This design comes from an exercise in tuning for a short achievable clock period and few clock cycles on the open sky130 flow, not from production work. For this run, only the layout was checked, not whether the RTL still works. Power and IR drop assume default switching activity.

`flow/config.mk`:
```
export PLATFORM = sky130hd
export DESIGN_NAME = mips_cpu
export DESIGN_NICKNAME = mips_cpu
export VERILOG_FILES = /design/flow/design.v
export SDC_FILE = /design/flow/constraint.sdc
export NUM_CORES = 8
export LEC_CHECK = 0
export ABC_CLOCK_PERIOD_IN_PS = 3000
export CAP_MARGIN = 20
export CORE_MARGIN = 2
export CORE_UTILIZATION = 40
export SETUP_SLACK_MARGIN = 5
export SLEW_MARGIN = 20
export SYNTH_HIERARCHICAL = 1
```
`flow/constraint.sdc`:
```
create_clock -name core_clock -period 10.5 [get_ports {clk}]
set_input_delay 2.1000 -clock core_clock [delete_from_list [all_inputs] [get_ports {clk}]]
set_output_delay 2.1000 -clock core_clock [all_outputs]
set_load 0.01 [all_outputs]
```
`flow/design.v`:
```
module XAlu (
    input  [31:0] x_A,
    input  [31:0] x_B,
    input  [31:0] m_res,
    input         x_fwdA, x_fwdA1, x_fwdA2,
    input         x_fwdB, x_fwdB1, x_fwdB2,
    input  [4:0]  x_sh,
    input  [31:0] x_pc4,
    input         x_s_add, x_s_sub, x_s_slt, x_s_sltu, x_s_lg,
    input  [3:0]  x_lt,
    input         x_sel_sll, x_sel_srl, x_sel_sra, x_sel_link,
    output [31:0] A,
    output [31:0] x_res
);
    wire [31:0] B;
    genvar gi;
    generate for (gi = 0; gi < 32; gi = gi + 1) begin : g_fwd
        wire fa = (gi < 11) ? x_fwdA : (gi < 22) ? x_fwdA1 : x_fwdA2;
        wire fb = (gi < 11) ? x_fwdB : (gi < 22) ? x_fwdB1 : x_fwdB2;
        assign A[gi] = fa ? m_res[gi] : x_A[gi];
        assign B[gi] = fb ? m_res[gi] : x_B[gi];
    end endgenerate
    wire [31:0] sum = A + B;
    wire [32:0] dif = {1'b0, A} - {1'b0, B};
    wire [31:0] lg;
    generate for (gi = 0; gi < 32; gi = gi + 1) begin : g_lg
        assign lg[gi] = x_lt[{A[gi], B[gi]}];
    end endgenerate
    wire [31:0] shl = B << x_sh;
    wire [31:0] shr = B >> x_sh;
    wire [31:0] sha = $signed(B) >>> x_sh;
    assign x_res =
        ({32{x_s_add}} & sum) |
        ({32{x_s_sub}} & dif[31:0]) |
        {31'b0, (x_s_slt & dif[31]) | (x_s_sltu & dif[32])} |
        ({32{x_s_lg}} & lg) |
        ({32{x_sel_sll}} & shl) |
        ({32{x_sel_srl}} & shr) |
        ({32{x_sel_sra}} & sha) |
        ({32{x_sel_link}} & x_pc4);
endmodule
module XBr (
    input  [31:0] x_A,
    input  [31:0] x_B,
    input  [31:0] m_res,
    input  [31:0] A,
    input         x_fwdA,
    input         x_fwdB,
    input  [31:0] x_xt,         
    input  [31:0] x_pc4,
    input  [31:0] x_bt,
    input         x_ptaken,
    input         x_isjr,
    input         x_m_eq, x_m_ne, x_m_lez, x_m_gtz, x_m_sg, x_m_nsg, x_m_jr,
    output        redirect,
    output [31:0] redirect_pc
);
    wire eq_rr = (x_A == x_B);
    wire eq_mr = (m_res == x_B);
    wire eq_rm = (x_A == m_res);
    reg  eq;
    always @* begin
        case ({x_fwdA, x_fwdB})
            2'b00: eq = eq_rr;
            2'b10: eq = eq_mr;
            2'b01: eq = eq_rm;
            default: eq = 1'b1;
        endcase
    end
    wire sg = x_fwdA ? m_res[31] : x_A[31];
    wire ne_r = (x_A != x_xt);
    wire ne_m = (m_res != x_xt);
    wire ne_jr = x_fwdA ? ne_m : ne_r;
    assign redirect = (x_m_eq & eq) | (x_m_ne & ~eq) | (x_m_lez & (sg | eq)) |
                      (x_m_gtz & ~(sg | eq)) | (x_m_sg & sg) | (x_m_nsg & ~sg) |
                      (x_m_jr & ne_jr);
    assign redirect_pc = x_isjr ? A : x_ptaken ? x_pc4 : x_bt;
endmodule
module FDec (
    input  [31:0] ins,
    input  [31:0] f_pc4,
    input  [31:0] spec31,
    input  [31:0] spec26,
    input         bt_hit,
    input  [31:0] bt_t,
    input  [4:0]  x_rd,
    input         x_load,
    output [4:0]  i_dest,
    output        use_rs,
    output        use_rt,
    output        i_imm_op,
    output [31:0] immv,
    output        x_hit_a,
    output        x_hit_b,
    output        stall,
    output        i_br,
    output        i_br_t,
    output        f1_set,
    output        f_other_t,
    output [31:0] f_other,
    output [31:0] f_next,
    output        i_spec31,
    output        i_spec26,
    output        i_lw,
    output        i_sw,
    output        i_isjr,
    output        m_eq, m_ne, m_lez, m_gtz, m_sg, m_nsg,
    output        s_add, s_sub, s_slt, s_sltu, s_lg,
    output [3:0]  lt,
    output        s_sll, s_srl, s_sra, s_link
);
    wire [5:0]  op  = ins[31:26];
    wire [5:0]  fn  = ins[5:0];
    wire [4:0]  rs  = ins[25:21];
    wire [4:0]  rt  = ins[20:16];
    wire [4:0]  rdf = ins[15:11];
    wire [15:0] imm = ins[15:0];
    wire i_rtype = (op == 6'h00);
    wire i_jr    = i_rtype & (fn == 6'h08);
    wire i_jalr  = i_rtype & (fn == 6'h09);
    wire i_jal   = (op == 6'h03);
    wire i_j     = (op == 6'h02) | i_jal;
    wire i_beq   = (op == 6'h04);
    wire i_bne   = (op == 6'h05);
    wire i_blez  = (op == 6'h06);
    wire i_bgtz  = (op == 6'h07);
    wire i_bltz  = (op == 6'h01);
    assign i_br  = i_beq | i_bne | i_blez | i_bgtz | i_bltz;
    wire i_iadd  = (op == 6'h08) | (op == 6'h09);
    wire i_slti  = (op == 6'h0a);
    wire i_sltiu = (op == 6'h0b);
    wire i_andi  = (op == 6'h0c);
    wire i_lui   = (op == 6'h0f);
    assign i_lw  = (op == 6'h23);
    assign i_sw  = (op == 6'h2b);
    wire i_undef = ~((op <= 6'h0c) | i_lui | i_lw | i_sw);
    assign i_imm_op = i_iadd | i_slti | i_sltiu | i_andi | i_lui | i_lw | i_sw;
    assign i_isjr = i_jr | i_jalr;
    wire f_sub  = i_rtype & ((fn == 6'h22) | (fn == 6'h23));
    wire f_and  = i_rtype & (fn == 6'h24);
    wire f_or   = i_rtype & (fn == 6'h25);
    wire f_xor  = i_rtype & (fn == 6'h26);
    wire f_nor  = i_rtype & (fn == 6'h27);
    wire f_slt  = i_rtype & (fn == 6'h2a);
    wire f_sltu = i_rtype & (fn == 6'h2b);
    wire f_sll  = i_rtype & (fn == 6'h00);
    wire f_srl  = i_rtype & (fn == 6'h02);
    wire f_sra  = i_rtype & (fn == 6'h03);
    wire f_add  = i_rtype & ~(f_sub | f_and | f_or | f_xor | f_nor | f_slt | f_sltu |
                              f_sll | f_srl | f_sra | i_jr | i_jalr);
    assign i_dest =
        i_rtype ? (i_jr ? 5'd0 : rdf) :
        i_jal   ? 5'd31 :
        i_undef ? 5'd26 :
        (i_imm_op & ~i_sw) ? rt : 5'd0;
    assign use_rs = ~(i_j | i_undef);
    assign use_rt = (i_rtype & ~i_jr & ~i_jalr) | i_sw | i_beq | i_bne | i_blez | i_bgtz;
    assign x_hit_a = (x_rd != 5'd0) & (x_rd == rs);
    assign x_hit_b = (x_rd != 5'd0) & (x_rd == rt);
    assign stall = x_load & ((use_rs & x_hit_a) | (use_rt & x_hit_b));
    wire [31:0] sext = {{16{imm[15]}}, imm};
    assign immv = i_lui ? {imm, 16'h0000} : i_andi ? {16'h0000, imm} : sext;
    wire [31:0] f_jt  = {f_pc4[31:28], ins[25:0], 2'b00};
    wire rs_eq_rt = (rs == rt);
    wire i_bpred = imm[15] | (i_beq & rs_eq_rt) | (i_bne & ~rs_eq_rt);
    assign i_br_t  = i_br & (i_bpred | bt_hit);
    wire i_jr31  = (i_jr | i_jalr) & (rs == 5'd31);
    wire i_jr26  = (i_jr | i_jalr) & (rs == 5'd26);
    assign f_other =
        ({32{i_j}} & f_jt) |
        ({32{i_undef}} & 32'h80000008) |
        ({32{i_jr31}} & spec31) |
        ({32{i_jr26}} & spec26);
    assign f_other_t = i_j | i_undef | i_jr31 | i_jr26;
    wire [31:0] f_seq = bt_hit ? bt_t : f_pc4;
    assign f_next = f_other_t ? f_other : f_seq;
    assign f1_set = i_br & i_bpred & ~bt_hit;
    assign i_spec31 = i_jal | (i_jalr & (rdf == 5'd31));
    assign i_spec26 = i_undef;
    assign m_eq  = i_br_t ? i_bne  : i_beq;
    assign m_ne  = i_br_t ? i_beq  : i_bne;
    assign m_lez = i_br_t ? i_bgtz : i_blez;
    assign m_gtz = i_br_t ? i_blez : i_bgtz;
    assign m_sg  = ~i_br_t & i_bltz;
    assign m_nsg = i_br_t & i_bltz;
    assign s_add  = f_add | i_iadd | i_lui | i_lw | i_sw;
    assign s_sub  = f_sub;
    assign s_slt  = f_slt | i_slti;
    assign s_sltu = f_sltu | i_sltiu;
    assign s_lg   = f_and | i_andi | f_or | f_xor | f_nor;
    assign lt     = (f_and | i_andi) ? 4'b1000 : f_or ? 4'b1110 : f_xor ? 4'b0110 : 4'b0001;
    assign s_sll  = f_sll;
    assign s_srl  = f_srl;
    assign s_sra  = f_sra;
    assign s_link = i_jal | i_jalr | i_undef;
endmodule
module PcNext (
    input         redirect,
    input  [31:0] redirect_pc,
    input         f1_redir,
    input  [31:0] f1_tgt,
    input         stall,
    input  [31:0] pc,
    input  [31:0] f_next,
    output [31:0] pc_d
);
    assign pc_d = redirect ? redirect_pc :
                  f1_redir ? f1_tgt :
                  stall    ? pc : f_next;
endmodule
module BrTgt (
    input  [31:0] pc4,
    input  [15:0] off,
    output [31:0] bt
);
    wire [30:0] s = pc4[30:0] + {{13{off[15]}}, off, 2'b00};
    assign bt = {pc4[31], s};
endmodule
module BtLook #(parameter NB = 4) (
    input  [31:0]      pc,
    input  [NB-1:0]    bt_v,
    input  [NB*30-1:0] bt_tag,
    input  [NB*32-1:0] bt_tgt,
    output             bt_hit,
    output [31:0]      bt_t
);
    reg  [NB-1:0] hv;
    reg  [31:0] t;
    integer k;
    always @* begin
        t = 32'h0;
        for (k = 0; k < NB; k = k + 1) begin
            hv[k] = bt_v[k] & (bt_tag[k*30 +: 30] == pc[31:2]);
            t = t | ({32{hv[k]}} & bt_tgt[k*32 +: 32]);
        end
    end
    assign bt_hit = |hv;
    assign bt_t = t;
endmodule
module RegFile (
    input         clk,
    input         rst_n,
    input  [4:0]  ra,
    input  [4:0]  rb,
    output [31:0] da,
    output [31:0] db,
    input  [4:0]  wa,    
    input  [31:0] wd
);
    reg [31:0] r [1:31];
    wire [31:0] q [0:31];
    genvar i;
    assign q[0] = 32'h0;
    generate for (i = 1; i < 32; i = i + 1) begin : g_r
        always @(posedge clk or negedge rst_n) begin
            if (!rst_n) r[i] <= 32'h0;
            else if (wa == i) r[i] <= wd;
        end
        assign q[i] = r[i];
    end endgenerate
    assign da = q[ra];
    assign db = q[rb];
endmodule
module mips_cpu (
    input         clk,
    input         rst_n,
    output [31:0] imem_addr,
    input  [31:0] imem_data,
    output        dmem_re,
    output        dmem_we,
    output [31:0] dmem_addr,
    output [31:0] dmem_wdata,
    input  [31:0] dmem_rdata
);
    localparam NB = 4;          
    reg  [31:0] pc_n;           
    reg  [31:0] pc_out;
    wire [31:0] pc = ~pc_n;
    reg  [31:0] spec31, spec26;  
    reg         f1_redir;       
    reg  [31:0] f1_pc4;         
    reg  [15:0] f1_off;
    wire [31:0] f1_tgt;
    reg  [29:0] f1_pc;          
    reg  [NB-1:0] bt_v;
    reg  [NB*30-1:0] bt_tag;
    reg  [NB*32-1:0] bt_tgt;
    reg  [1:0]  bt_ptr;
    reg         x_valid;
    reg  [31:0] x_A, x_B, x_S;  
    reg         x_fwdA, x_fwdA1, x_fwdA2;
    reg         x_fwdB, x_fwdB1, x_fwdB2;
    reg         x_fwdS;
    reg  [4:0]  x_sh;
    reg  [31:0] x_pc4;
    reg  [15:0] x_off;          
    wire [31:0] x_bt;           
    reg         x_ptaken;
    reg  [4:0]  x_rd;           
    reg         x_load, x_store;
    reg         x_isjr;
    reg         x_m_eq, x_m_ne, x_m_lez, x_m_gtz, x_m_sg, x_m_nsg, x_m_jr;
    reg         x_s_add, x_s_sub, x_s_slt, x_s_sltu, x_s_lg;
    reg  [3:0]  x_lt;           
    reg         x_sel_sll, x_sel_srl, x_sel_sra, x_sel_link;
    reg  [31:0] m_res;          
    reg  [31:0] m_addr;         
    reg  [31:0] m_wb;           
    reg  [31:0] m_sdata;
    reg         m_we, m_re;
    reg  [4:0]  m_rd;           
    reg         m_load;
    assign imem_addr  = pc_out;
    assign dmem_addr  = m_addr;
    assign dmem_wdata = m_sdata;
    assign dmem_we    = m_we;
    assign dmem_re    = m_re;
    wire [31:0] m_wdata = m_load ? dmem_rdata : m_wb;
    wire [31:0] ins = imem_data;
    wire [4:0]  rs  = ins[25:21];
    wire [4:0]  rt  = ins[20:16];
    wire [31:0] rf_a, rf_b;
    RegFile rgf(.clk(clk), .rst_n(rst_n),
                .ra(rs), .rb(rt), .da(rf_a), .db(rf_b),
                .wa(m_rd), .wd(m_wdata));
    wire m_hit_a = (m_rd != 5'd0) & (m_rd == rs);
    wire m_hit_b = (m_rd != 5'd0) & (m_rd == rt);
    wire [31:0] rv_a = m_hit_a ? m_wdata : rf_a;
    wire [31:0] rv_b = m_hit_b ? m_wdata : rf_b;
    wire [31:0] f_pc4 = {pc[31], pc[30:2] + 29'd1, 2'b00};
    BrTgt f1t(.pc4(f1_pc4), .off(f1_off), .bt(f1_tgt));
    BrTgt xbt(.pc4(x_pc4), .off(x_off), .bt(x_bt));
    wire bt_hit;
    wire [31:0] bt_t;
    BtLook #(.NB(NB)) btl(.pc(pc), .bt_v(bt_v), .bt_tag(bt_tag), .bt_tgt(bt_tgt),
                          .bt_hit(bt_hit), .bt_t(bt_t));
    wire [4:0]  i_dest;
    wire        use_rs, use_rt, i_imm_op, x_hit_a, x_hit_b, stall, i_br, i_br_t, f1_set;
    wire        f_other_t, i_spec31, i_spec26, i_lw, i_sw, i_isjr;
    wire [31:0] immv, f_other, f_next;
    wire        d_m_eq, d_m_ne, d_m_lez, d_m_gtz, d_m_sg, d_m_nsg;
    wire        d_s_add, d_s_sub, d_s_slt, d_s_sltu, d_s_lg;
    wire [3:0]  d_lt;
    wire        d_s_sll, d_s_srl, d_s_sra, d_s_link;
    FDec fdec(.ins(ins), .f_pc4(f_pc4), .spec31(spec31), .spec26(spec26),
              .bt_hit(bt_hit), .bt_t(bt_t), .x_rd(x_rd), .x_load(x_load),
              .i_dest(i_dest), .use_rs(use_rs), .use_rt(use_rt), .i_imm_op(i_imm_op),
              .immv(immv), .x_hit_a(x_hit_a), .x_hit_b(x_hit_b), .stall(stall),
              .i_br(i_br), .i_br_t(i_br_t), .f1_set(f1_set), .f_other_t(f_other_t),
              .f_other(f_other), .f_next(f_next), .i_spec31(i_spec31),
              .i_spec26(i_spec26), .i_lw(i_lw), .i_sw(i_sw), .i_isjr(i_isjr),
              .m_eq(d_m_eq), .m_ne(d_m_ne), .m_lez(d_m_lez), .m_gtz(d_m_gtz),
              .m_sg(d_m_sg), .m_nsg(d_m_nsg),
              .s_add(d_s_add), .s_sub(d_s_sub), .s_slt(d_s_slt), .s_sltu(d_s_sltu),
              .s_lg(d_s_lg), .lt(d_lt), .s_sll(d_s_sll), .s_srl(d_s_srl),
              .s_sra(d_s_sra), .s_link(d_s_link));
    wire [31:0] A, x_res;
    XAlu xalu(.x_A(x_A), .x_B(x_B), .m_res(m_res),
              .x_fwdA(x_fwdA), .x_fwdA1(x_fwdA1), .x_fwdA2(x_fwdA2),
              .x_fwdB(x_fwdB), .x_fwdB1(x_fwdB1), .x_fwdB2(x_fwdB2),
              .x_sh(x_sh), .x_pc4(x_pc4),
              .x_s_add(x_s_add), .x_s_sub(x_s_sub), .x_s_slt(x_s_slt),
              .x_s_sltu(x_s_sltu), .x_s_lg(x_s_lg), .x_lt(x_lt),
              .x_sel_sll(x_sel_sll), .x_sel_srl(x_sel_srl), .x_sel_sra(x_sel_sra),
              .x_sel_link(x_sel_link), .A(A), .x_res(x_res));
    wire [31:0] S = x_fwdS ? m_res : x_S;
    wire redirect;
    wire [31:0] redirect_pc;
    XBr xbr(.x_A(x_A), .x_B(x_B), .m_res(m_res), .A(A), .x_fwdA(x_fwdA), .x_fwdB(x_fwdB),
            .x_xt(pc), .x_pc4(x_pc4), .x_bt(x_bt), .x_ptaken(x_ptaken),
            .x_isjr(x_isjr), .x_m_eq(x_m_eq), .x_m_ne(x_m_ne), .x_m_lez(x_m_lez),
            .x_m_gtz(x_m_gtz), .x_m_sg(x_m_sg), .x_m_nsg(x_m_nsg), .x_m_jr(x_m_jr),
            .redirect(redirect), .redirect_pc(redirect_pc));
    wire [31:0] pc_d;
    PcNext pcn(.redirect(redirect), .redirect_pc(redirect_pc), .f1_redir(f1_redir),
               .f1_tgt(f1_tgt), .stall(stall), .pc(pc), .f_next(f_next), .pc_d(pc_d));
    wire f_go = ~redirect & ~f1_redir & ~stall;    
    always @(posedge clk or negedge rst_n) begin
        if (!rst_n) begin
            pc_n <= 32'h7fffffff;
            pc_out <= 32'h80000000;
            m_addr <= 32'h0;
            m_wb <= 32'hffffffff;
            spec31 <= 32'h0;
            spec26 <= 32'h0;
            f1_redir <= 1'b0;
            bt_v <= {NB{1'b0}};
            bt_ptr <= 2'd0;
            x_valid <= 1'b0;
            x_rd <= 5'd0;
            x_load <= 1'b0;
            x_store <= 1'b0;
            x_isjr <= 1'b0;
            x_m_eq <= 1'b0; x_m_ne <= 1'b0; x_m_lez <= 1'b0; x_m_gtz <= 1'b0;
            x_m_sg <= 1'b0; x_m_nsg <= 1'b0; x_m_jr <= 1'b0;
            x_fwdA <= 1'b0;
            x_fwdA1 <= 1'b1;
            x_fwdB <= 1'b0;
            x_fwdB1 <= 1'b1;
            x_fwdS <= 1'b0;
            m_we <= 1'b0;
            m_re <= 1'b0;
            m_rd <= 5'd0;
        end else begin
            pc_n <= ~pc_d;
            pc_out <= pc_d;
            m_addr <= x_res;
            m_wb <= x_res;
            if (~stall) begin
                if (i_spec31) spec31 <= f_pc4;
                if (i_spec26) spec26 <= f_pc4;
            end
            f1_redir <= f_go & f1_set;
            if (f1_redir) begin
                bt_v[bt_ptr] <= 1'b1;
                bt_ptr <= bt_ptr + 2'd1;
            end
            x_valid <= f_go;
            if (f_go) begin
                x_rd <= i_dest;
                x_load <= i_lw;
                x_store <= i_sw;
                x_isjr <= i_isjr;
                x_m_eq  <= d_m_eq;
                x_m_ne  <= d_m_ne;
                x_m_lez <= d_m_lez;
                x_m_gtz <= d_m_gtz;
                x_m_sg  <= d_m_sg;
                x_m_nsg <= d_m_nsg;
                x_m_jr  <= i_isjr;
                x_fwdA <= use_rs & x_hit_a;
                x_fwdA1 <= use_rs & x_hit_a;
                x_fwdB <= use_rt & ~i_sw & x_hit_b;
                x_fwdB1 <= use_rt & ~i_sw & x_hit_b;
                x_fwdS <= i_sw & x_hit_b;
            end else begin
                x_rd <= 5'd0;
                x_load <= 1'b0;
                x_store <= 1'b0;
                x_isjr <= 1'b0;
                x_m_eq <= 1'b0; x_m_ne <= 1'b0; x_m_lez <= 1'b0; x_m_gtz <= 1'b0;
                x_m_sg <= 1'b0; x_m_nsg <= 1'b0; x_m_jr <= 1'b0;
                x_fwdA <= 1'b0;
                x_fwdA1 <= 1'b0;
                x_fwdB <= 1'b0;
                x_fwdB1 <= 1'b0;
                x_fwdS <= 1'b0;
            end
            m_we <= x_valid & x_store;
            m_re <= x_valid & x_load;
            m_rd <= x_valid ? x_rd : 5'd0;
        end
    end
    always @(posedge clk) begin
        f1_pc4 <= f_pc4;
        f1_off <= ins[15:0];
        f1_pc <= pc[31:2];
        if (f1_redir) begin
            bt_tag[bt_ptr*30 +: 30] <= f1_pc;
            bt_tgt[bt_ptr*32 +: 32] <= f1_tgt;
        end
        x_fwdA2 <= f_go & use_rs & x_hit_a;
        x_fwdB2 <= f_go & use_rt & ~i_sw & x_hit_b;
        x_A <= rv_a;
        x_B <= i_imm_op ? immv : rv_b;
        x_S <= rv_b;
        x_sh <= ins[10:6];
        x_pc4 <= f_pc4;
        x_off <= ins[15:0];
        x_ptaken <= i_br_t;
        x_s_add  <= d_s_add;
        x_s_sub  <= d_s_sub;
        x_s_slt  <= d_s_slt;
        x_s_sltu <= d_s_sltu;
        x_s_lg   <= d_s_lg;
        x_lt     <= d_lt;
        x_sel_sll  <= d_s_sll;
        x_sel_srl  <= d_s_srl;
        x_sel_sra  <= d_s_sra;
        x_sel_link <= d_s_link;
        m_res <= x_res;
        m_sdata <= S;
        m_load <= x_valid & x_load;    
    end
endmodule
```
`flow/flow/run.sh`:
```
#!/bin/bash
set -euo pipefail
bash standard.sh SETUP_SLACK_MARGIN=7.5 finish > flow_standard.log 2>&1
```
`flow/standard.sh`:
```
#!/bin/bash
# synth_recipe.tcl (not shown) runs the flow's synth.tcl, then flattens the netlist and writes it again
# the make line also repeats each setting of config.mk as NAME=value (left out here)
make -C /OpenROAD-flow-scripts/flow DESIGN_CONFIG=/design/flow/config.mk WORK_HOME=/design/flow/orfs CLKGATE_MAP_FILE= SYNTH_SCRIPT=/design/flow/synth_recipe.tcl "${@:-finish}"
```
==> run summary <==
layout make-up:
cell class | instances | share of cell area
Clock inverter | 74 | 0.007361
Timing Repair Buffer | 1237 | 0.1227
Timing Repair inverter | 1 | 0.00003809
Multi-Input combinational cell | 6610 | 0.4527
Tap cell | 3330 | 0.03171
Clock buffer | 273 | 0.04176
Antenna cell | 108 | 0.002057
Inverter | 442 | 0.01371
Sequential cell | 1714 | 0.3279
state kept, by name, indices dropped and copies added (netlist names), 16 cells and up:
name,cells
rgf.r,992
bt_tgt,128
bt_tag,120
m_addr,32
m_res,32
m_sdata,32
m_wb,32
pc_n,32
pc_out,32
x_A,32
x_B,32
x_S,32
spec26,30
spec31,30
x_pc4,30
f1_pc,29
x_off,16
path summary, 6_finish.rpt:
kind	end	slack, ns
hold / removal	bt_v[3]	0.45
setup reg to reg	pc_out[1]	6.24
hold reg to reg	bt_v[3]	0.45
min in group asynchronous	pc_out[21]	1.20
max in group asynchronous	m_wb[20]	7.58
setup / recovery	pc_out[1]	6.24
metrics by stage:
step	hold slack (ns)	power [W]	utilization	setup WS [ns]
2_1_floorplan	0.4091	0.01337	-	6.431
3_3_place_gp	0.4312	0.01632	0.4254	3.996
3_5_place_dp	0.4302	0.01642	0.4254	3.931
4_1_cts	0.4296	0.02453	0.5069	6.365
5_1_grt	0.4724	0.02613	0.5287	6.249
6_report	0.4519	0.02566	0.5293	6.239
power groups by stage:
stage               clock network, W  registers, W  logic (W)
CTS                          0.00701       0.00938    0.00815
detailed placement                 0       0.00944    0.00698
floorplan                          0       0.00883    0.00454
global route                 0.00728       0.00958    0.00927
global placement                   0       0.00943    0.00689
finish                       0.00703       0.00958    0.00905
timing repair:
item                                    4_1_cts  5_1_grt
cloned                                      127       22
gates resized for setup                    1886      606
buffers inserted                            525      221
hold buffers                                  0        0
pin swaps                                   403      341
endpoints found under the setup margin     1553     1229
routing by layer:
| layer | part of all wire | wire, µm | vias to the layer above | GRT usage |
|---|---|---|---|---|
| met1 | 0.33 | 189300 | 49002 | 0.4860 |
| li1 | - | - | 37421 | - |
| met4 | 0.12 | 66650 | 75 | 0.3759 |
| met5 | 0.0037 | 2100 | - | 0.05044 |
| met3 | 0.16 | 89360 | 3789 | 0.2155 |
| met2 | 0.39 | 219500 | 10220 | 0.5766 |
==> qor.csv <==
metric,value,unit
outcome,"complete, no violations",
R2R depth,14,
worst-margin pin slew,1.458,ns
sequential share of power,0.373,
die footprint,253000,µm²
"most used cell, CP",buf_16,
CP Buf/Inv Count,4,
Initial DRT Pass Iterations,15,
gr usage total,0.4261,
Multi-input gate area,59480,µm²
# DRC,0,
internal power,0.01561,W
detailed placement HPWL,306.3,mm
CTS buffer count,186,
Port-buffer cells,163,
post-route minimum period,4.261,ns
clock latency (worst-skew pair),0.91,ns
DRT iter0 DRCs,18073,
Post-Syn Area,99610,µm²
Clock power frac,0.274,
clock root buffer master,clkbuf_16,
Max Freq,0.2347,GHz
vias in the first global route,93371,
overall die height,503.0,µm
Core ar.,248200,µm²
"Avg Cell Area, Syn",10.37,µm²
Logic pwr share,0.353,
Sequential Area,43090,µm²
fraction of layout cells with a size suffix above 1,0.3968,
CTS sink count,1714,
CTS max path bufs,3,
pwr dens,195.3,nW/µm²
DIE WIDTH,503.0,µm
worst vdd ir,0.1944,mV
max_cap viols,0,
"most common cell after layout, fill and taps aside",dfrtp_1,
Startpoint Class,register,
sw frac,0.3917,
final max-slew violation count,0,
Min-Delay Startpoint,bt_v[3],
crit path from,x_fwdB,
Congestion Overflow GR,0,
CP Depth,14,
"leading cell types in the layout, fill and taps excluded","dfrtp_1 (1,130), mux2_2 (1,110), nand3_1 (596)",
Post-DP Area,105600,µm²
"Hold Violations, Final",0,
first-pass GRT wire length,754.9,mm
final instance area,131400,µm²
Layout area overhead,31.90,%
"Clk pin slew, worst setup/hold paths",0.06,ns
Routed wire per std cell,41.11,µm
Setup crit end kind,register,
worst flop-to-flop path startpoint,x_fwdB,
detailed-route via count,100507,
fillcell total,21028,
fin crit share,0.4058,
Slew headroom,0.02562,
Yosys Warn Count,11,
I/O pins,164,
drt via density,7.289,
gate family responsible for the most delay along the worst path,compound AO/OA/AOI/OAI gates,
Cells after Synth,9606,
slowest CP cell,o41ai_4,
setup_tns,0,ns
switching pwr,0.01005,W
Hold/Removal Path Class,reg -> reg,
placed cells,12439,
H-tree depth,4,
crit-path max FO,16,
WL final,566.9,mm
CP Class,reg -> reg,
Post-Layout Cell Count,13789,
Critical Path Max Stage Delay,0.73,ns
Critical Path RT,11.22,ns
CTS tree,built,
worst hold stages,1,
Setup Skew,0.07965,ns
Setup Viol. Count Final,0,
initial antenna violation count,75,
Rows,183,
largest net degree at the start of global routing,150,
Nets,10388,
Initial Utilization,0.4013,
RSZ-0062 raised after global routing,yes,
leakage power,55.92,nW
CP Cell Sequence,"buf_12, buf_16, nor2b_4, a2111oi_1, a22oi_1, nand2_1, nand3_1, o41ai_4, mux2_4, nand3_4, buf_6, buf_16, nor3b_4, a211oi_2",
Final GP Congestion,1.019,
"Arr. time, crit path",4.98,ns
Detail Route Antenna Nets,0,

separate check: timing with driven ports:
How much do the figures lean on ideal ports? The routed layout below was timed once more, with nothing changed but the port constraints. Step 1: set_driving_cell puts a clkbuf_16 on clk and a buf_2 on each other input, an assumption about the parent block. Step 2 times the ports against the registers' clock, not the clock port: input delays grow and output delays shrink by t, the midpoint of the rising clock arrivals with the driver on. Slacks: ideal / step 1 / step 2; pairs: ideal / step 1.
t, ns: 0.985
setup slack, ns: 6.239 / 6.239 / 5.488
worst hold slack (ns): 0.452 / 0.452 / 0.452
worst setup path after step 2: input to register
After both steps setup and hold are still met in this run. The setup slack of this run moves by 0.000 ns with the drivers and by -0.751 ns with both steps.
